Context: an optimization exercise on an open-source flow, tuned for small area, a short achievable clock period and few clock cycles. The choices shown serve that exercise and are no tape-out recipe.
Function was not checked in any run shown here: the RTL went through the layout flow alone.

--- design/flow/config.mk ---
export PLATFORM = sky130hd
export DESIGN_NAME = std_sdiv_pipe
export DESIGN_NICKNAME = std_sdiv_pipe
export VERILOG_FILES = /design/flow/design.v
export SDC_FILE = /design/flow/constraint.sdc
export NUM_CORES = 4
export LEC_CHECK = 0
export ABC_AREA = 1
export CAP_MARGIN = 20
export CORE_MARGIN = 2
export CORE_UTILIZATION = 40
export PLACE_DENSITY = 0.6
export SETUP_SLACK_MARGIN = 1.8
export SLEW_MARGIN = 20
--- design/flow/constraint.sdc ---
create_clock -name core_clock -period 6.0 [get_ports {clk}]
set_input_delay 1.2000 -clock core_clock [delete_from_list [all_inputs] [get_ports {clk}]]
set_output_delay 1.2000 -clock core_clock [all_outputs]
set_load 0.01 [all_outputs]
--- design/flow/design.v ---
module sdiv_sub32 (
    input  logic [31:0] a,
    input  logic [31:0] b,
    input  logic        cin,
    output logic [31:0] diff,
    output logic        ge
);
  logic [32:0] g [0:6];
  logic [32:0] p [0:6];
  logic [31:0] x;
  assign x = a ^ ~b;
  assign g[0][0] = cin;
  assign p[0][0] = 1'b0;
  genvar i, l;
  generate
    for (i = 0; i < 32; i = i + 1) begin : gen_gp
      assign g[0][i+1] = a[i] & ~b[i];
      assign p[0][i+1] = x[i];
    end
    for (l = 0; l < 6; l = l + 1) begin : gen_lvl
      for (i = 0; i < 33; i = i + 1) begin : gen_node
        if (((i >> l) & 1) == 1) begin : gen_op
          localparam integer J = ((i >> l) << l) - 1;
          assign g[l+1][i] = g[l][i] | (p[l][i] & g[l][J]);
          assign p[l+1][i] = p[l][i] & p[l][J];
        end else begin : gen_pass
          assign g[l+1][i] = g[l][i];
          assign p[l+1][i] = p[l][i];
        end
      end
    end
    for (i = 0; i < 32; i = i + 1) begin : gen_sum
      assign diff[i] = x[i] ^ g[6][i];
    end
  endgenerate
  assign ge = g[6][32];
endmodule
module std_sdiv_pipe #(
    parameter WIDTH = 32
) (
    input                           reset,
    input                           clk,
    input                           go,
    input  logic signed [WIDTH-1:0] left,
    input  logic signed [WIDTH-1:0] right,
    output logic signed [WIDTH-1:0] out_quotient,
    output logic signed [WIDTH-1:0] out_remainder,
    output logic                    done
);
  function automatic [5:0] clz32(input [31:0] x);
    logic [15:0] v1; logic [15:0]      c1;
    logic [7:0]  v2; logic [7:0][1:0]  c2;
    logic [3:0]  v4; logic [3:0][2:0]  c4;
    logic [1:0]  v8; logic [1:0][3:0]  c8;
    logic        v16; logic [4:0]      c16;
    integer i;
    begin
      for (i = 0; i < 16; i = i + 1) begin
        v1[i] = x[2*i+1] | x[2*i];
        c1[i] = ~x[2*i+1];
      end
      for (i = 0; i < 8; i = i + 1) begin
        v2[i] = v1[2*i+1] | v1[2*i];
        c2[i] = v1[2*i+1] ? {1'b0, c1[2*i+1]} : {1'b1, c1[2*i]};
      end
      for (i = 0; i < 4; i = i + 1) begin
        v4[i] = v2[2*i+1] | v2[2*i];
        c4[i] = v2[2*i+1] ? {1'b0, c2[2*i+1]} : {1'b1, c2[2*i]};
      end
      for (i = 0; i < 2; i = i + 1) begin
        v8[i] = v4[2*i+1] | v4[2*i];
        c8[i] = v4[2*i+1] ? {1'b0, c4[2*i+1]} : {1'b1, c4[2*i]};
      end
      v16 = v8[1] | v8[0];
      c16 = v8[1] ? {1'b0, c8[1]} : {1'b1, c8[0]};
      clz32 = v16 ? {1'b0, c16} : 6'd32;
    end
  endfunction
  localparam logic [1:0] IDLE = 2'd0, ALIGN = 2'd1, ITER = 2'd2, FIX = 2'd3;
  logic [1:0]  phase;
  logic [31:0] P, D, Q;
  logic [4:0]  cnt;
  logic        last, cin;
  logic        s, ls;
  wire [31:0] abs_l = left[31] ? -left : left;
  wire [31:0] abs_r = right[31] ? -right : right;
  wire        l_nz = |left;
  wire        r_nz = |right;
  wire        sgn = left[31] ^ right[31];
  wire [31:0] l_x = left ^ {32{left[31]}};
  wire [31:0] r_x = right ^ {32{right[31]}};
  wire [31:0] u = left[31] ? {l_x[30:0], 1'b1} : l_x;
  function automatic [31:0] ones_at_or_above(input [31:0] x);
    integer k;
    begin
      ones_at_or_above[31] = x[31];
      for (k = 30; k >= 0; k = k - 1)
        ones_at_or_above[k] = ones_at_or_above[k+1] | x[k];
    end
  endfunction
  wire [31:0] u_above = ones_at_or_above(u);
  wire        lt = |(r_x & ~u_above);
  wire [5:0]  sh = clz32(D) - clz32(P);
  wire [31:0] diff;
  wire        ge;
  sdiv_sub32 u_sub (.a(P), .b(D), .cin(cin), .diff(diff), .ge(ge));
  wire        p_zero = (P == 32'd0);
  wire        skip = sh[5] | (s & ~ge);
  always_ff @(posedge clk) begin
    if (reset) begin
      phase <= IDLE;
      done <= 1'b0;
    end else begin
      done <= 1'b0;
      case (phase)
        IDLE: if (go) begin
          if (l_nz & r_nz & ~lt) phase <= ALIGN;
          else if (l_nz & r_nz & (left[31] | right[31])) phase <= FIX;
          else done <= 1'b1;
        end
        ALIGN: if (!skip) phase <= ITER;
        else if (ls | s) phase <= FIX;
        else begin
          phase <= IDLE;
          done <= 1'b1;
        end
        ITER: if (last) begin
          if (ls | s) phase <= FIX;
          else begin
            phase <= IDLE;
            done <= 1'b1;
          end
        end
        FIX: begin
          phase <= IDLE;
          done <= 1'b1;
        end
      endcase
    end
  end
  always_ff @(posedge clk) begin
    case (phase)
      IDLE: if (go) begin
        P <= r_nz ? abs_l : left;
        D <= (lt & ~sgn) ? 32'd0 : abs_r;
        Q <= (l_nz & ~r_nz) ? (sgn ? 32'd1 : 32'hffffffff) : 32'd0;
        s <= sgn;
        ls <= left[31];
        cin <= ~(lt & left[31]);
      end
      ALIGN: begin
        if (!sh[5]) D <= D << sh[4:0];
        else if (!s) D <= 32'd0;
        if (s & ge) P <= diff;
        Q <= {32{s & ~skip}};
        cnt <= sh[4:0];
        last <= (sh[4:0] == 5'd0);
        cin <= ~(skip & ls);
      end
      ITER: begin
        if (ge) P <= diff;
        Q <= {Q[30:0], ge ^ s};
        if (!last) D <= {1'b0, D[31:1]};
        else if (!s) D <= 32'd0;
        cnt <= cnt - 5'd1;
        last <= (cnt == 5'd1);
        cin <= ~(last & ls);
      end
      FIX: begin
        P <= (s & p_zero) ? 32'd0 : (ls ? ~diff : diff);
      end
    endcase
  end
  assign out_quotient = Q;
  assign out_remainder = P;
endmodule
--- design/flow/run.sh ---
#!/bin/bash
# synth_recipe.tcl (not shown) runs the flow's synth.tcl, then flattens the netlist and writes it again
# the make line also repeats each setting of config.mk as NAME=value (left out here)
make -C /OpenROAD-flow-scripts/flow DESIGN_CONFIG=/design/flow/config.mk WORK_HOME=/design/flow/orfs CLKGATE_MAP_FILE= SYNTH_SCRIPT=/design/flow/synth_recipe.tcl finish
==> flow_summary_export.csv, run 1 <==
group,metric,value,unit
sta,setup_tns,0,ns
worst_setup_path,crit_path_start_kind,"flop",
clock_tree,holdBufCountCts,0,
sta,fmax,0.227,GHz
sta,finalCritPeriodShare,0.735,
drt,route.met3.wl,4720,um
layout,syn2layout_area_growth,30.4,%
floorplan,coreArea,0.0304,mm2
layout,drive_above_1_share,0.162,
sta,period_needed,4.41,ns
drt,vias_per_cell,5.83,
drt,firstDrtPassIters,6,
worst_setup_path,reg2reg_from,"D[30]",
worst_setup_path,arrival,4.54,ns
floorplan,dieArea,0.0321,mm2
sta,fin_skew,0.0167,ns
drt,drc,0,
global_routing,grt_overflow_total,0,
sta,timing.final.max_slew_violations,0,
worst_setup_path,path_max_fanout,4,
sta,slew_headroom,0.265,
logic_synthesis,synth_area,0.0123,mm2
floorplan,ioPinCount,132,
logic_synthesis,synthTopCellsByArea,"edfxtp_1 26%, nand2_1 17%, o21ai_0 8.9%, inv_1 5.9%, nor2_1 5.0%",
logic_synthesis,synth_nets,2038,
logic_synthesis,synth_largest_area_cell,"edfxtp_1",
logic_synthesis,ys_types,60,
worst_setup_path,cpMaxStageDelayCell,"edfxtp_1",
hold_path,holdPathStages,2,
drt,wl_per_cell,20.7,um
global_routing,first_global_vias,13200,
sta,max_slew.worst_pin.slew,1.10,ns
sta,rsz0062_at_grt,"yes",
drt,drt-total-wl,51900,um
clock_tree,clkSlewWorstSetupHoldPaths,0.10,ns
floorplan,num_rows,64,
logic_synthesis,synth_top_area_frac,0.257,
worst_setup_path,rr_worst_depth,28,
drt,num_vias,14700,
drt,wl_met2,23400,um
place,place_hpwl,37300,um
floorplan,start_util,0.403,
global_routing,grt_pass1_wl,76000,um
clock_tree,cts.htree.levels,3,
clock_tree,clock-sinks,108,
status,outcome,"timing/DRC/antenna clean",
drt,wl_met1,21800,um
logic_synthesis,synth_commonest_cells,"551 x nand2_1, 218 x o21ai_0, 194 x inv_1",
place,gp_congestion,0.942,
clock_tree,cts_inserted_buffers,9,
clock_tree,clk_latency,0.38,ns
hold_path,hp-class,"flop to flop",
place,io_buffers,131,
worst_setup_path,critical_path.max_stage_delay,0.41,ns
drt,antenna_left,0,
logic_synthesis,synth_warnings,4,
sta,finalHoldViolations,0,
layout,final_core_util,0.526,
hold_path,worstHoldStart,"phase[0]",
clock_tree,cts_buffer_depth,2,
worst_setup_path,r2r_end,"Q[0]",
layout,antenna_cells,0,
sta,fin_ws,1.59,ns
worst_setup_path,reg2reg_setup_slack,1.59,ns
logic_synthesis,async_flop_share,0,
logic_synthesis,synth_edf_count,105,
floorplan,die_x,179,um
worst_setup_path,crit_required,6.13,ns
sta,finalSetupViolCount,0,
global_routing,grt_max_degree,75,
drt,top_layer_used,"met4",
logic_synthesis,syn_inst,1916,
floorplan,die_h,179,um
logic_synthesis,avgSynthCellArea,6.41,um2
global_routing,grt_usage,0.312,
logic_synthesis,ys_ff_latch,108,
logic_synthesis,ys_seq_area_frac,0.262,
flow_run,cap_violations,0,
worst_setup_path,endpoint_kind,"flop",
clock_tree,cts_tree,"built",
logic_synthesis,synth_most_common_cell,"nand2_1",
drt,drtIter0Drc,1696,
logic_synthesis,ys.flop_type,"edfxtp_1",
place,pre_cts_slack,0.931,ns
hold_path,worst_hold_path.endpoint,"phase[0]",
worst_setup_path,crit_top_cell,"nor2_4",
layout,nets,2235,
clock_tree,root_buffer,"clkbuf_16",
worst_setup_path,critPathKind,"flop to flop",
global_routing,antenna_found_initial,0,
==> layout by cell type (no fill, tap or decap), types with 11 or more instances in the layout <==
master           count
a31oi_1             11
inv_1              166
nor2_1             141
o211ai_1            14
nor2_2              15
o21ai_0            158
nand2_1            544
nor3_1              22
edfxtp_1           105
xor2_1              20
mux2i_1             13
o21ai_1             52
a21oi_2             11
buf_4              133
o31ai_1             14
nand4_1             13
a21oi_1            105
o21ai_2             21
nand3_1             99
o221ai_1            15
clkdlybuf4s50_1    125
xnor2_1             29
nor3_2              11
inv_2               21
clkbuf_16           11
o22ai_1             29
ha_1                42
==> sequential cells by signal, indices dropped and copies added, names as in the netlist <==
name / flops
cin: 1
Q: 32
ls: 1
D: 32
P: 32
phase: 2
last: 1
s: 1
cnt: 5
done: 1
==> routing by layer <==
metal | vias to the layer above | global-route usage
met2 | 761 | 0.491
li1 | 6898 | -
met4 | 0 | 0.117
met3 | 140 | 0.0458
met1 | 6862 | 0.433
met5 | - | 0
==> through the flow <==
step	hold WS [ns]	cell area, um2	std cells
after global placement	0.558	13900	2379
after CTS	0.583	15100	2467
after floorplan	0.526	12300	1916
final	0.581	16000	2514
after detailed placement	0.572	13900	2379
after global routing	0.602	16000	2514
==> timing repair <==
item | in CTS | in global routing
pin swaps | 22 | 67
cloned | 4 | 3
resized for setup | 89 | 176
buffers inserted | 68 | 44
setup endpoints to repair | 107 | 118
==> worst max path at each step <==
stage	depth (start not counted)	startpoint	slack, ns	to
3_3_place_gp	24	D[29]	0.99	D[1]
3_5_place_dp	30	D[1]	0.93	Q[0]
2_1_floorplan	22	D[0]	1.81	P[0]
4_1_cts	25	D[27]	1.75	D[24]
5_1_grt	27	D[30]	1.45	D[24]
6_report	28	D[30]	1.59	Q[0]
==> logic make-up after synthesis <==
group	synth area share
muxes	0.0147
AOI/OAI and AO/OA	0.222
adders and majority gates	0.0603
xor gates and xnor gates	0.0385
buffers and inverters	0.0962
DFF	0.262
and+or+nand+nor	0.307
==> layout make-up <==
class                   count  area, um2
clock buffers               9        225
repair buffers            283       2620
multi-input cells        1510       8590
repair inverters            2       12.5
clock inverters             7       73.8
well taps                 396        495
inverters                 199        785
fillers                  3034      14400
flip-flops and latches    108       3210
==> critical path: cells and delay by family, from the launching register on <==
family          cells  cell delay (ns)
xor+xnor            1             0.10
flops               1             0.41
simple gates       14             1.97
compound gates      5             0.63
fa+ha+maj           1             0.20
buf+inv             7             0.83
==> run 2, diff against run 1 <==
--- a/design/flow/config.mk
+++ b/design/flow/config.mk
@@ -10,5 +10,5 @@
 export CORE_MARGIN = 2
 export CORE_UTILIZATION = 40
 export PLACE_DENSITY = 0.6
-export SETUP_SLACK_MARGIN = 1.8
+export SETUP_SLACK_MARGIN = 2.0
 export SLEW_MARGIN = 20
==> flow_summary_export.csv, run 2 <==
group,metric,value,unit
sta,timing.final.max_slew_violations,0,
sta,finalSetupViolCount,0,
floorplan,die_h,179,um
global_routing,grt_usage,0.317,
drt,drt-total-wl,53900,um
layout,drive_above_1_share,0.237,
clock_tree,cts_buffer_depth,2,
logic_synthesis,ys.flop_type,"edfxtp_1",
global_routing,first_global_vias,13400,
drt,firstDrtPassIters,7,
floorplan,start_util,0.403,
logic_synthesis,synth_top_area_frac,0.257,
drt,antenna_left,0,
layout,fin_area,0.0174,mm2
worst_setup_path,cpMaxStageDelayCell,"edfxtp_1",
sta,finalHoldViolations,0,
layout,num-fill-cells,2838,
logic_synthesis,async_flop_share,0,
global_routing,antenna_found_initial,2,
floorplan,num_rows,64,
layout,multi_input_area,0.00915,mm2
logic_synthesis,synth_area,0.0123,mm2
layout,antenna_cells,0,
drt,vias_per_cell,5.94,
drt,wl_per_cell,20.9,um
logic_synthesis,synth_largest_area_cell,"edfxtp_1",
layout,syn2layout_area_growth,41.7,%
clock_tree,clk_latency,0.39,ns
sta,fin_skew,0.0189,ns
clock_tree,clock-sinks,108,
sta,hold_ws,0.584,ns
worst_setup_path,critPathKind,"flop to flop",
logic_synthesis,ys_seq_area_frac,0.262,
logic_synthesis,synth_edf_count,105,
floorplan,coreArea,0.0304,mm2
drt,drtIter0Drc,2079,
hold_path,hp-class,"flop to flop",
worst_setup_path,critical_path.max_stage_delay,0.43,ns
global_routing,grt_overflow_total,0,
global_routing,grt_pass1_wl,77300,um
sta,setup_tns,0,ns
layout,seq_area,0.00321,mm2
global_routing,grt_max_degree,75,
drt,drc,0,
clock_tree,clkSlewWorstSetupHoldPaths,0.09,ns
sta,period_needed,4.33,ns
worst_setup_path,critical_path.top_delay_family,"compound AO/OA/AOI/OAI gates",
layout,reg_top3,"D x32, P x32, Q x32",
logic_synthesis,syn_inst,1916,
drt,num_vias,15300,
worst_setup_path,crit_required,6.12,ns
place,place_hpwl,36500,um
logic_synthesis,ys_types,60,
layout,final_common_cell,"nand2_1",
logic_synthesis,synth_nets,2038,
sta,slew_headroom,0.334,
sta,fmax,0.231,GHz
layout,nets,2294,
place,gp_congestion,0.989,
clock_tree,holdBufCountCts,0,
worst_setup_path,arrival,4.45,ns
worst_setup_path,path_cells,"nor2_2 > inv_2 > nor3_4 > nand2_2 > nor2_2 > nand3_2 > buf_4 > a22oi_2 > ha_4 > a21oi_2 > inv_1 > a31oi_2 > or2_4 > nand2_2 > a21oi_2 > xnor2_1 > or2_1 > nand2_4 > bufbuf_16 > a21oi_1 > a211oi_1 > o21ai_0 > o31ai_1",
layout,final_cell_mix,"502 x nand2_1, 155 x inv_1, 143 x o21ai_0",
clock_tree,cts.htree.levels,3,
clock_tree,cts_inserted_buffers,9,
logic_synthesis,ys_ff_latch,108,
flow_run,cap_violations,0,
status,outcome,"timing/DRC/antenna clean",
logic_synthesis,synth_most_common_cell,"nand2_1",
place,placed_area,0.0139,mm2
logic_synthesis,avgSynthCellArea,6.41,um2
sta,max_slew.worst_pin.slew,0.996,ns
floorplan,die_x,179,um
worst_setup_path,path_max_fanout,10,
floorplan,ioPinCount,132,
clock_tree,cts_tree,"built",
place,io_buffers,131,
worst_setup_path,endpoint_kind,"flop",
worst_setup_path,worst-path-buf-inv,4,
floorplan,dieArea,0.0321,mm2
sta,finalCritPeriodShare,0.722,
worst_setup_path,crit_path_start_kind,"flop",
sta,rsz0062_at_grt,"yes",
clock_tree,root_buffer,"clkbuf_16",
logic_synthesis,synth_warnings,4,
logic_synthesis,synth_commonest_cells,"551 x nand2_1, 218 x o21ai_0, 194 x inv_1",
logic_synthesis,synthTopCellsByArea,"edfxtp_1 26%, nand2_1 17%, o21ai_0 8.9%, inv_1 5.9%, nor2_1 5.0%",
run 2: cell counts after synthesis:
No cell type changed its count.
run 2: final timing paths:
check             cells past startpoint  slack, ns       end      from
setup reg to reg                     23       1.67     D[11]     P[26]
hold reg to reg                       2       0.58  phase[1]  phase[1]
hold / removal                        2       0.58  phase[1]  phase[1]
setup / recovery                     23       1.67     D[11]     P[26]
run 2: layer usage:
| layer | wire, um | track usage | share of wire |
|---|---|---|---|
| met1 | 22000 | 0.437 | 0.41 |
| met4 | 2910 | 0.141 | 0.054 |
| met3 | 5250 | 0.0551 | 0.097 |
| met5 | 0 | 0 | 0 |
| met2 | 23700 | 0.483 | 0.44 |
run 2: timing repair:
action | CTS | global route
gates cloned | 12 | 6
pin swaps | 63 | 117
gates resized for setup | 242 | 225
setup endpoints to repair | 115 | 124
setup buffers | 119 | 45
hold endpoints to repair | 0 | 0
run 2: cell type report:
type | count | share of cell area
Timing Repair Buffer | 340 | 0.195
Multi-Input combinational cell | 1511 | 0.526
Sequential cell | 108 | 0.185
Clock buffer | 9 | 0.0129
Tap cell | 396 | 0.0285
Inverter | 199 | 0.0449
Timing Repair inverter | 3 | 0.00158
Clock inverter | 7 | 0.00597
run 2: worst min-delay path: stages, from the launching register on:
cell and delay (ns):
dfxtp_1 0.36, a21oi_1 0.13, nor2_1 0.05
run 2: logic make-up after synthesis:
family,Yosys count,share of synthesized area
AND/OR/NAND/NOR,905,0.307
AO/OA/AOI/OAI,478,0.222
buffers and inverters,298,0.0962
flip-flops,108,0.262
adder cells (fa/ha/maj),55,0.0603
XOR/XNOR,54,0.0385
multiplexers,18,0.0147
run 2: per-stage QoR:
stage | setup WS, ns | std cells | utilization
6_report | 1.67 | 2573 | 0.572
5_1_grt | 1.52 | 2573 | 0.572
4_1_cts | 1.89 | 2522 | 0.530
3_5_place_dp | 0.758 | 2375 | 0.457
3_3_place_gp | 0.834 | 2375 | 0.457
2_1_floorplan | 2.01 | 1916 | -
==> run 3, diff against run 2 <==
--- a/design/flow/design.v
+++ b/design/flow/design.v
@@ -115,7 +115,7 @@
       case (phase)
         IDLE: if (go) begin
           if (l_nz & r_nz & ~lt) phase <= ALIGN;
-          else if (l_nz & r_nz & (left[31] | right[31])) phase <= FIX;
+          else if (l_nz & (left[31] | right[31])) phase <= FIX;
           else done <= 1'b1;
         end
         ALIGN: if (!skip) phase <= ITER;
@@ -141,12 +141,12 @@
   always_ff @(posedge clk) begin
     case (phase)
       IDLE: if (go) begin
-        P <= r_nz ? abs_l : left;
+        P <= abs_l;
         D <= (lt & ~sgn) ? 32'd0 : abs_r;
         Q <= (l_nz & ~r_nz) ? (sgn ? 32'd1 : 32'hffffffff) : 32'd0;
         s <= sgn;
         ls <= left[31];
-        cin <= ~(lt & left[31]);
+        cin <= ~((lt | ~r_nz) & left[31]);
       end
       ALIGN: begin
         if (!sh[5]) D <= D << sh[4:0];
@@ -167,7 +167,7 @@
         cin <= ~(last & ls);
       end
       FIX: begin
-        P <= (s & p_zero) ? 32'd0 : (ls ? ~diff : diff);
+        if (!(s & p_zero)) P <= ls ? ~diff : diff;
       end
     endcase
   end
==> flow_summary_export.csv, run 3 <==
group,metric,value,unit
global_routing,grt_overflow_total,0,
drt,antenna_left,0,
sta,fmax,0.219,GHz
logic_synthesis,synth_edf_count,105,
sta,finalSetupViolCount,0,
hold_path,hp-class,"flop to flop",
worst_setup_path,critPathKind,"flop to flop",
clock_tree,cts.htree.levels,3,
worst_setup_path,endpoint,"D[31]",
sta,rsz0062_at_grt,"yes",
layout,final_core_util,0.576,
floorplan,die_h,181,um
clock_tree,root_buffer,"clkbuf_16",
worst_setup_path,cpMaxStageDelayCell,"edfxtp_1",
clock_tree,cts_tree,"built",
logic_synthesis,ys.flop_type,"edfxtp_1",
flow_run,cap_violations,0,
worst_setup_path,crit_required,6.14,ns
layout,instances_no_fill,2578,
worst_setup_path,path_max_fanout,15,
logic_synthesis,ys_ff_latch,108,
clock_tree,clk_latency,0.39,ns
global_routing,grt_max_degree,66,
worst_setup_path,path_cells,"nor2_4 > nand3_2 > nor2_4 > inv_2 > nor2_4 > nand4_1 > inv_2 > buf_6 > buf_6 > buf_6 > buf_6 > a21oi_4 > fa_2 > a21oi_1 > o21ai_0 > xnor2_2 > clkinvlp_4 > nand2_1 > o21ai_1 > o21ai_1 > o21ai_1 > nand2_1 > o31ai_4",
floorplan,dieArea,0.0328,mm2
layout,seq_area,0.00321,mm2
global_routing,grt_pass1_wl,79800,um
logic_synthesis,synth_warnings,4,
floorplan,ioPinCount,132,
logic_synthesis,synth_top_area_frac,0.251,
clock_tree,cts_buffer_depth,2,
logic_synthesis,syn_inst,1913,
logic_synthesis,synth_area,0.0126,mm2
hold_path,worstHoldStart,"phase[0]",
drt,wl_per_cell,21.5,um
logic_synthesis,synth_commonest_cells,"560 x nand2_1, 208 x o21ai_0, 189 x inv_1",
logic_synthesis,synth_most_common_cell,"nand2_1",
global_routing,first_global_vias,13700,
place,pre_cts_slack,0.592,ns
global_routing,grt_usage,0.312,
clock_tree,clkSlewWorstSetupHoldPaths,0.10,ns
worst_setup_path,crit_start,"D[14]",
logic_synthesis,synthTopCellsByArea,"edfxtp_1 25%, nand2_1 17%, o21ai_0 8.3%, inv_1 5.7%, nor2_1 4.8%",
place,dp.cells,2360,
global_routing,antenna_found_initial,2,
worst_setup_path,rr_worst_depth,23,
place,placed_area,0.0141,mm2
layout,reg_top3,"D x32, P x32, Q x32",
worst_setup_path,critical_path.max_stage_delay,0.53,ns
sta,period_needed,4.56,ns
drt,drc,0,
drt,drtIter0Drc,1993,
layout,multi_input_area,0.00936,mm2
floorplan,coreArea,0.0307,mm2
logic_synthesis,synth_largest_area_cell,"edfxtp_1",
sta,slew_headroom,0.293,
layout,final_cell_mix,"516 x nand2_1, 151 x buf_4, 150 x inv_1",
worst_setup_path,endpoint_kind,"flop",
clock_tree,cts_inserted_buffers,9,
logic_synthesis,synth_nets,2035,
worst_setup_path,crit_path_start_kind,"flop",
logic_synthesis,avgSynthCellArea,6.56,um2
clock_tree,clock-sinks,108,
sta,fin_ws,1.44,ns
logic_synthesis,async_flop_share,0,
layout,antenna_cells,0,
worst_setup_path,arrival,4.70,ns
layout,drive_above_1_share,0.251,
drt,vias_per_cell,5.96,
sta,finalCritPeriodShare,0.760,
layout,fin_area,0.0177,mm2
place,io_buffers,131,
floorplan,start_util,0.408,
layout,final_common_cell,"nand2_1",
drt,firstDrtPassIters,8,
drt,drt-total-wl,55400,um
place,place_hpwl,35500,um
drt,num_vias,15400,
place,gp_congestion,0.977,
layout,nets,2299,
worst_setup_path,crit_top_cell,"buf_6",
worst_setup_path,reg2reg_from,"D[14]",
layout,syn2layout_area_growth,41.1,%
logic_synthesis,ys_types,66,
sta,finalHoldViolations,0,
floorplan,die_x,181,um
sta,fin_skew,0.0161,ns
sta,max_slew.worst_pin.slew,1.05,ns
sta,timing.final.max_slew_violations,0,
worst_setup_path,reg2reg_setup_slack,1.44,ns
clock_tree,holdBufCountCts,0,
logic_synthesis,ys_seq_area_frac,0.256,
sta,setup_tns,0,ns
worst_setup_path,r2r_end,"D[31]",
status,outcome,"timing/DRC/antenna clean",
floorplan,num_rows,64,
sta,hold_ws,0.633,ns
layout,num-fill-cells,2814,
-- run 3: worst min path at each step --
stage / to / slack, ns / depth (start not counted)
finish: phase[0] / 0.63 / 2
global route: phase[0] / 0.66 / 2
CTS: phase[0] / 0.62 / 2
detailed placement: phase[0] / 0.61 / 2
global placement: phase[0] / 0.61 / 2
floorplan: phase[0] / 0.51 / 2
-- run 3: routing by layer --
metal | wire (um) | vias up | GRT usage
met5 | 24 | - | 0
met4 | 2790 | 4 | 0.128
met3 | 6400 | 201 | 0.0814
met2 | 24000 | 1010 | 0.470
met1 | 22200 | 7105 | 0.423
li1 | - | 7041 | -
-- run 3: final cells by class --
class	count	area share
flip-flops and latches	108	0.181
well taps	396	0.0280
inverters	198	0.0445
clock inverters	7	0.00417
clock buffers	9	0.0127
multi-input cells	1504	0.529
repair buffers	349	0.197
repair inverters	7	0.00368
-- run 3: cell families (layout without fill, tap and decap cells) --
| family | count (synthesis) | count (layout) | synth area share |
|---|---|---|---|
| AND/OR/NAND/NOR | 909 | 910 | 0.305 |
| AO/OA/AOI/OAI | 473 | 473 | 0.235 |
| buffers and inverters | 302 | 570 | 0.0979 |
| flip-flops | 108 | 108 | 0.256 |
| adder cells (fa/ha/maj) | 55 | 55 | 0.0590 |
| XOR/XNOR | 51 | 51 | 0.0356 |
| multiplexers | 15 | 15 | 0.0120 |
-- run 3: repair_timing --
item                       in CTS  in global routing
gates resized for setup       234                229
pin swaps                      93                 98
setup endpoints to repair     106                113
setup buffers                 137                 44
cloned                         14                  7
-- run 3: critical path, delay by kind of cell, from the launching register on --
kind	cells	cell delay [ns]
buffers and inverters	7	1.11
adder cells (fa/ha/maj)	1	0.46
AND/OR/NAND/NOR	7	1.13
XOR/XNOR	1	0.33
flip-flops	1	0.53
AO/OA/AOI/OAI	7	0.76
==> run 4, diff against run 3 <==
--- a/design/flow/design.v
+++ b/design/flow/design.v
@@ -80,8 +80,9 @@
   logic [1:0]  phase;
   logic [31:0] P, D, Q;
   logic [4:0]  cnt;
-  logic        last, cin;
-  logic        s, ls;
+  logic        s, ls, skp;
+  wire         last = (cnt == 5'd0);
+  wire         cin = ~((phase == FIX) & ls);
   wire [31:0] abs_l = left[31] ? -left : left;
   wire [31:0] abs_r = right[31] ? -right : right;
   wire        l_nz = |left;
@@ -118,12 +119,7 @@
           else if (l_nz & (left[31] | right[31])) phase <= FIX;
           else done <= 1'b1;
         end
-        ALIGN: if (!skip) phase <= ITER;
-        else if (ls | s) phase <= FIX;
-        else begin
-          phase <= IDLE;
-          done <= 1'b1;
-        end
+        ALIGN: phase <= ITER;
         ITER: if (last) begin
           if (ls | s) phase <= FIX;
           else begin
@@ -146,16 +142,14 @@
         Q <= (l_nz & ~r_nz) ? (sgn ? 32'd1 : 32'hffffffff) : 32'd0;
         s <= sgn;
         ls <= left[31];
-        cin <= ~((lt | ~r_nz) & left[31]);
+        skp <= 1'b0;
       end
       ALIGN: begin
         if (!sh[5]) D <= D << sh[4:0];
-        else if (!s) D <= 32'd0;
         if (s & ge) P <= diff;
-        Q <= {32{s & ~skip}};
-        cnt <= sh[4:0];
-        last <= (sh[4:0] == 5'd0);
-        cin <= ~(skip & ls);
+        Q <= {32{s}};
+        skp <= skip;
+        cnt <= sh[5] ? 5'd0 : sh[4:0];
       end
       ITER: begin
         if (ge) P <= diff;
@@ -163,11 +157,10 @@
         if (!last) D <= {1'b0, D[31:1]};
         else if (!s) D <= 32'd0;
         cnt <= cnt - 5'd1;
-        last <= (cnt == 5'd1);
-        cin <= ~(last & ls);
       end
       FIX: begin
         if (!(s & p_zero)) P <= ls ? ~diff : diff;
+        if (skp) Q <= 32'd0;
       end
     endcase
   end
==> flow_summary_export.csv, run 4 <==
group,metric,value,unit
drt,drtIter0Drc,1446,
logic_synthesis,synth_top_family_by_area,"simple AND/OR/NAND/NOR gates",
logic_synthesis,ys_seq_area_frac,0.277,
logic_synthesis,ys_types,63,
global_routing,grt_pass1_wl,71400,um
logic_synthesis,synth.area.mux_share,0.0226,
worst_setup_path,crit_required,6.14,ns
hold_path,hp-class,"flop to flop",
logic_synthesis,avgSynthCellArea,6.74,um2
logic_synthesis,synth_warnings,4,
drt,vias_per_cell,5.71,
worst_setup_path,crit_path_start_kind,"flop",
clock_tree,holdBufCountCts,0,
layout,final_cell_mix,"387 x nand2_1, 172 x inv_1, 144 x o21ai_0",
logic_synthesis,synthSimpleGateAreaFrac,0.280,
sta,max_slew.worst_pin.slew,1.04,ns
sta,period_needed,4.17,ns
drt,firstDrtPassIters,6,
logic_synthesis,ys.flop_type,"edfxtp_1",
sta,timing.final.max_slew_violations,0,
logic_synthesis,synth_area,0.0115,mm2
clock_tree,root_buffer,"clkbuf_16",
sta,fmax,0.240,GHz
place,place_hpwl,35100,um
global_routing,grt_usage,0.306,
logic_synthesis,async_flop_share,0,
worst_setup_path,critPathKind,"flop to flop",
logic_synthesis,synth_commonest_cells,"404 x nand2_1, 193 x inv_1, 178 x o21ai_0",
layout,antenna_cells,0,
place,gp_congestion,0.945,
drt,num_vias,13200,
clock_tree,cts_tree,"built",
layout,nets,2045,
sta,finalSetupViolCount,0,
sta,finalHoldViolations,0,
logic_synthesis,synth_compound_area_frac,0.228,
status,outcome,"timing/DRC/antenna clean",
logic_synthesis,synth-adder-area-share,0.0633,
clock_tree,cts.htree.levels,3,
logic_synthesis,synth_most_common_cell,"nand2_1",
clock_tree,clock-sinks,107,
logic_synthesis,synth_largest_area_cell,"edfxtp_1",
layout,reg_top3,"D x32, P x32, Q x32",
place,pre_cts_slack,0.933,ns
floorplan,die_x,174,um
place,placed_area,0.0132,mm2
layout,fin_area,0.0155,mm2
drt,wl_per_cell,20.6,um
place,dp.cells,2163,
floorplan,dieArea,0.0301,mm2
logic_synthesis,synth_xor_xnor_area_share,0.0320,
global_routing,grt_overflow_total,0,
sta,finalCritPeriodShare,0.695,
global_routing,antenna_found_initial,2,
layout,syn2layout_area_growth,34.6,%
layout,drive_above_1_share,0.198,
sta,fin_skew,0.0168,ns
sta,slew_headroom,0.300,
logic_synthesis,synth_top_area_frac,0.272,
sta,rsz0062_at_grt,"yes",
clock_tree,clkSlewWorstSetupHoldPaths,0.08,ns
floorplan,coreArea,0.0285,mm2
global_routing,grt_max_degree,52,
clock_tree,cts_buffer_depth,2,
logic_synthesis,ys_ff_latch,107,
sta,fin_ws,1.83,ns
logic_synthesis,synthTopCellsByArea,"edfxtp_1 27%, nand2_1 13%, o21ai_0 7.7%, inv_1 6.3%, a21oi_1 5.3%",
logic_synthesis,syn_inst,1706,
worst_setup_path,endpoint_kind,"flop",
floorplan,die_h,174,um
logic_synthesis,synth_edf_count,104,
drt,drc,0,
drt,antenna_left,0,
clock_tree,cts_inserted_buffers,9,
sta,setup_tns,0,ns
drt,drt-total-wl,47600,um
worst_setup_path,path_max_fanout,8,
floorplan,num_rows,62,
layout,final_common_cell,"nand2_1",
floorplan,start_util,0.404,
logic_synthesis,synth_nets,1827,
floorplan,ioPinCount,132,
place,io_buffers,131,
clock_tree,clk_latency,0.38,ns
worst_setup_path,arrival,4.31,ns
flow_run,cap_violations,0,
layout,instances_no_fill,2313,
global_routing,first_global_vias,12200,
==> run 4: cell count changes in the layout (fill, tap and decap cells not counted), moves of 16 or more <==
cell,delta
nand2_1,-129
o21ai_1,-34
buf_4,-29
buf_6,-29
inv_1,+22
inv_2,-19
o21ai_2,-19
nand3_1,-18
a21oi_1,+17
o221ai_2,-16
==> run 4: layout make-up <==
class / count / area [um2]
clock buffers: 10 / 229
clock inverters: 6 / 48.8
fillers: 2767 / 13000
inverters: 202 / 797
multi-input cells: 1318 / 7950
flip-flops and latches: 107 / 3190
well taps: 384 / 480
repair buffers: 284 / 2770
repair inverters: 2 / 16.3
==> run 4: repair_timing <==
item                       4_1_cts  5_1_grt
setup buffers                  100       24
gates cloned                     9        1
pin swaps                       72       59
setup endpoints to repair      144      149
resized for setup              165       88
==> run 4: path summary, 6_finish.rpt <==
check                           startpoint       end  slack [ns]  cells after the start
worst max-delay path              phase[1]      P[1]        1.83                     26
worst min-delay path              phase[1]  phase[1]        0.65                      3
worst max register to register    phase[1]      P[1]        1.83                     26
worst min register to register    phase[1]  phase[1]        0.65                      3
==> run 4: critical path, cell delays in order, from the launching register on <==
cell and delay (ns):
dfxtp_4 0.36, ha_4 0.15, nand2_4 0.08, fa_2 0.35, a21o_1 0.17, a21oi_2 0.18, o21ai_2 0.09, nand2_1 0.08
nand2_2 0.08, a21oi_4 0.18, o21ai_2 0.08, nand2_1 0.08, nand2_2 0.06, nand2_2 0.06, nand2_2 0.06, nand2_2 0.08
nand2_4 0.06, a21oi_4 0.22, inv_4 0.07, nand3_4 0.07, nand3_2 0.07, a21o_1 0.19, fa_2 0.38, ha_4 0.18
o221ai_4 0.15, a31oi_4 0.13, buf_12 0.24
==> run 4: metrics by stage <==
| stage | hold slack [ns] | utilization |
|---|---|---|
| after floorplan | 0.506 | - |
| after global placement | 0.540 | 0.464 |
| after detailed placement | 0.537 | 0.464 |
| after CTS | 0.636 | 0.526 |
| after global routing | 0.679 | 0.544 |
| final | 0.646 | 0.544 |
==> run 4: logic make-up (layout without fill, tap and decap cells) <==
| logic type | after synthesis | after routing |
|---|---|---|
| DFF | 107 | 107 |
| AOI/OAI and AO/OA | 449 | 449 |
| adders and majority gates | 54 | 54 |
| xor gates and xnor gates | 42 | 42 |
| and+or+nand+nor | 747 | 747 |
| muxes | 26 | 26 |
| buffers and inverters | 281 | 504 |
==> run 4: layer usage <==
layer	vias to the layer above	share of wire	GRT usage
met4	0	0.028	0.101
met1	6202	0.44	0.434
met2	648	0.43	0.460
met3	78	0.10	0.0708
li1	6281	-	-
met5	-	0	0
==> run 5, diff against run 4 <==
--- a/design/flow/design.v
+++ b/design/flow/design.v
@@ -31,6 +31,37 @@
     end
     for (i = 0; i < 32; i = i + 1) begin : gen_sum
       assign diff[i] = x[i] ^ g[6][i];
+    end
+  endgenerate
+  assign ge = g[6][32];
+endmodule
+module sdiv_ge32 (
+    input  logic [31:0] a,
+    input  logic [31:0] b,
+    input  logic        cin,
+    output logic        ge
+);
+  logic [32:0] g [0:6];
+  logic [32:0] t [0:6];
+  assign g[0][0] = cin;
+  assign t[0][0] = 1'b0;
+  genvar i, l;
+  generate
+    for (i = 0; i < 32; i = i + 1) begin : gen_gt
+      assign g[0][i+1] = a[i] & ~b[i];
+      assign t[0][i+1] = a[i] | ~b[i];
+    end
+    for (l = 0; l < 6; l = l + 1) begin : gen_lvl
+      for (i = 0; i < 33; i = i + 1) begin : gen_node
+        if (((i >> l) & 1) == 1) begin : gen_op
+          localparam integer J = ((i >> l) << l) - 1;
+          assign g[l+1][i] = g[l][i] | (t[l][i] & g[l][J]);
+          assign t[l+1][i] = t[l][i] & t[l][J];
+        end else begin : gen_pass
+          assign g[l+1][i] = g[l][i];
+          assign t[l+1][i] = t[l][i];
+        end
+      end
     end
   endgenerate
   assign ge = g[6][32];
@@ -104,7 +135,9 @@
   wire [5:0]  sh = clz32(D) - clz32(P);
   wire [31:0] diff;
   wire        ge;
-  sdiv_sub32 u_sub (.a(P), .b(D), .cin(cin), .diff(diff), .ge(ge));
+  wire        ge_unused;
+  sdiv_sub32 u_sub (.a(P), .b(D), .cin(cin), .diff(diff), .ge(ge_unused));
+  sdiv_ge32 u_ge (.a(P), .b(D), .cin(cin), .ge(ge));
   wire        p_zero = (P == 32'd0);
   wire        skip = sh[5] | (s & ~ge);
   always_ff @(posedge clk) begin
==> flow_summary_export.csv, run 5 <==
group,metric,value,unit
status,outcome,"timing/DRC/antenna clean",
place,io_buffers,131,
sta,slew_headroom,0.256,
clock_tree,holdBufCountCts,0,
sta,setup_tns,0,ns
clock_tree,cts.htree.levels,3,
logic_synthesis,async_flop_share,0,
flow_run,cap_violations,0,
worst_setup_path,reg2reg_setup_slack,1.97,ns
layout,fin_area,0.0158,mm2
worst_setup_path,rr_worst_depth,24,
drt,firstDrtPassIters,5,
global_routing,first_global_vias,12500,
drt,num_vias,13600,
layout,final_core_util,0.518,
layout,reg_top3,"D x32, P x32, Q x32",
layout,final_common_cell,"nand2_1",
worst_setup_path,critPathKind,"flop to flop",
floorplan,ioPinCount,132,
floorplan,dieArea,0.0324,mm2
logic_synthesis,synth_edf_count,104,
logic_synthesis,avgSynthCellArea,6.82,um2
global_routing,grt_max_degree,58,
hold_path,worst_hold_path.endpoint,"phase[1]",
worst_setup_path,endpoint_kind,"flop",
sta,max_slew.worst_pin.slew,1.11,ns
sta,finalCritPeriodShare,0.672,
worst_setup_path,reg2reg_from,"P[22]",
worst_setup_path,crit_path_start_kind,"flop",
logic_synthesis,syn_inst,1816,
logic_synthesis,synth_top_area_frac,0.252,
worst_setup_path,cpMaxStageDelayCell,"fa_2",
clock_tree,clk_latency,0.38,ns
place,placed_area,0.0140,mm2
hold_path,hp-class,"flop to flop",
logic_synthesis,synthTopCellsByArea,"edfxtp_1 25%, nand2_1 13%, ha_1 8.0%, o21ai_0 7.7%, inv_1 6.8%",
place,place_hpwl,36600,um
logic_synthesis,ys_seq_area_frac,0.257,
clock_tree,cts_tree,"built",
logic_synthesis,ys_types,69,
drt,antenna_left,0,
worst_setup_path,path_cells,"nor2_1 > inv_1 > nor3_2 > nand2_1 > nor2_1 > inv_2 > nor2_2 > inv_1 > o21ai_2 > ha_4 > inv_2 > fa_2 > clkinvlp_4 > buf_12 > buf_6 > mux2i_1 > inv_1 > nand2_2 > o21ai_2 > mux2i_1 > buf_4 > o22ai_4 > nand2_2 > o31ai_4",
drt,drc,0,
floorplan,die_h,180,um
drt,drtIter0Drc,1410,
logic_synthesis,synth_warnings,7,
drt,drt-total-wl,48700,um
place,gp_congestion,1.05,
sta,fmax,0.248,GHz
global_routing,grt_pass1_wl,73800,um
logic_synthesis,synth_most_common_cell,"nand2_1",
global_routing,grt_usage,0.291,
clock_tree,cts_inserted_buffers,9,
worst_setup_path,path_max_fanout,7,
logic_synthesis,ys.flop_type,"edfxtp_1",
sta,timing.final.max_slew_violations,0,
layout,drive_above_1_share,0.169,
sta,period_needed,4.03,ns
clock_tree,clock-sinks,107,
logic_synthesis,synth_largest_area_cell,"edfxtp_1",
global_routing,antenna_found_initial,0,
clock_tree,cts_buffer_depth,2,
drt,wl_per_cell,20.3,um
sta,finalSetupViolCount,0,
sta,rsz0062_at_grt,"yes",
hold_path,worstHoldStart,"phase[1]",
sta,fin_skew,0.0154,ns
layout,syn2layout_area_growth,27.5,%
logic_synthesis,synth_nets,1968,
worst_setup_path,crit_top_cell,"inv_1",
layout,nets,2151,
sta,hold_ws,0.566,ns
sta,finalHoldViolations,0,
floorplan,die_x,180,um
drt,vias_per_cell,5.67,
worst_setup_path,arrival,4.13,ns
floorplan,coreArea,0.0305,mm2
worst_setup_path,crit_required,6.10,ns
floorplan,start_util,0.406,
clock_tree,root_buffer,"clkbuf_16",
worst_setup_path,r2r_end,"D[14]",
worst_setup_path,critical_path.max_stage_delay,0.64,ns
layout,num-fill-cells,3038,
hold_path,holdPathStages,2,
layout,final_cell_mix,"407 x nand2_1, 204 x inv_1, 157 x o21ai_0",
global_routing,grt_overflow_total,0,
logic_synthesis,synth_commonest_cells,"421 x nand2_1, 224 x inv_1, 191 x o21ai_0",
logic_synthesis,ys_ff_latch,107,
layout,antenna_cells,0,
clock_tree,clkSlewWorstSetupHoldPaths,0.09,ns
floorplan,num_rows,64,
logic_synthesis,synth_area,0.0124,mm2
==> run 5: cell types whose count changed after synthesis, sizes merged, moves of 5 or more <==
| cell | previous run | this run |
|---|---|---|
| nor4 | 6 | 11 |
| nand4 | 14 | 21 |
| nor2 | 148 | 176 |
| nor3 | 44 | 34 |
| inv | 199 | 236 |
| ha | 47 | 79 |
| o21ai | 189 | 209 |
| clkbuf | 56 | 64 |
| nand2 | 439 | 429 |
| a21oi | 122 | 111 |
| xor2 | 11 | 21 |
==> run 5: metal layers <==
layer / GRT usage / wire [um] / vias to the layer above
met5: 0 / 0 / -
li1: - / - / 6524
met1: 0.431 / 22400 / 6426
met2: 0.435 / 20800 / 577
met3: 0.0460 / 4340 / 70
met4: 0.0810 / 1260 / 0
==> run 5: per-stage QoR <==
stage | setup WS [ns] | std cells
global route | 1.78 | 2400
detailed placement | 0.717 | 2277
global placement | 0.747 | 2277
finish | 1.97 | 2400
floorplan | 2.03 | 1816
CTS | 1.94 | 2347
==> run 5: cell type report <==
type | count | area (um2) | area share
clock buffer | 9 | 225 | 0.0143
clock inverter | 7 | 76.3 | 0.00483
inverter | 237 | 932 | 0.0590
multi-input combinational | 1385 | 8470 | 0.537
sequential | 107 | 3190 | 0.202
tap | 396 | 495 | 0.0314
timing repair buffer | 255 | 2370 | 0.150
timing repair inverter | 4 | 30.0 | 0.00190
==> run 5: cells by family (layout without fill, tap and decap cells) <==
logic type / Yosys count / after routing / synth area share
muxes: 25 / 25 / 0.0202
AOI/OAI and AO/OA: 456 / 456 / 0.229
and+or+nand+nor: 767 / 767 / 0.265
xor gates and xnor gates: 52 / 52 / 0.0368
DFF: 107 / 107 / 0.257
adders and majority gates: 85 / 85 / 0.0895
buffers and inverters: 324 / 512 / 0.103
==> run 5: worst max path at each step <==
stage,start,endpoint,cells past startpoint
5_1_grt,D[6],D[14],22
3_5_place_dp,P[15],D[25],22
4_1_cts,D[27],D[25],20
6_report,P[22],D[14],24
2_1_floorplan,P[15],D[25],24
3_3_place_gp,P[15],D[25],22
==> run 5: repair_timing <==
action                     CTS  global route
cloned                       2             3
hold endpoints to repair     0             0
setup endpoints to repair  137           136
pin swaps                   20            54
resized for setup           92           117
setup buffers               52            49
==> run 5: worst max-delay path, delay by kind of cell, from the launching register on <==
family | cells | cell delay, ns
buffers and inverters | 9 | 0.98
flip-flops | 1 | 0.44
AO/OA/AOI/OAI | 4 | 0.40
adder cells (fa/ha/maj) | 2 | 0.79
multiplexers | 2 | 0.28
AND/OR/NAND/NOR | 7 | 0.86

[afterwards: timing with drivers on the ports]
The results above use ideal ports. As a check the final layouts listed here were re-extracted and re-timed, cells and wires unchanged. Step 1 assumes that a clkbuf_16 drives the clock port and a buf_2 every other input. Step 2, shift: input delay + t, output delay - t, t = (earliest + latest rising clock arrival at the registers) / 2. This alone moves slack from input paths to output paths. a / b / c = ideal / step 1 / step 2; a / b = the first two.
| run | t (ns) | setup WS [ns] | slew at the worst register clock pin (ns) |
|---|---|---|---|
| run 1 | 0.428 | 1.591 / 1.591 / 1.544 | 0.10 / 0.10 |
| run 2 | 0.436 | 1.667 / 1.667 / 1.620 | 0.10 / 0.10 |
| run 3 | 0.430 | 1.440 / 1.440 / 1.440 | 0.10 / 0.10 |
| run 4 | 0.418 | 1.832 / 1.832 / 1.715 | 0.09 / 0.09 |
| run 5 | 0.421 | 1.969 / 1.969 / 1.731 | 0.09 / 0.09 |
After both steps setup and hold are still met in every run listed. The setup slack of run 5, which loses most, moves by 0.000 ns with the drivers and by -0.238 ns with both steps.
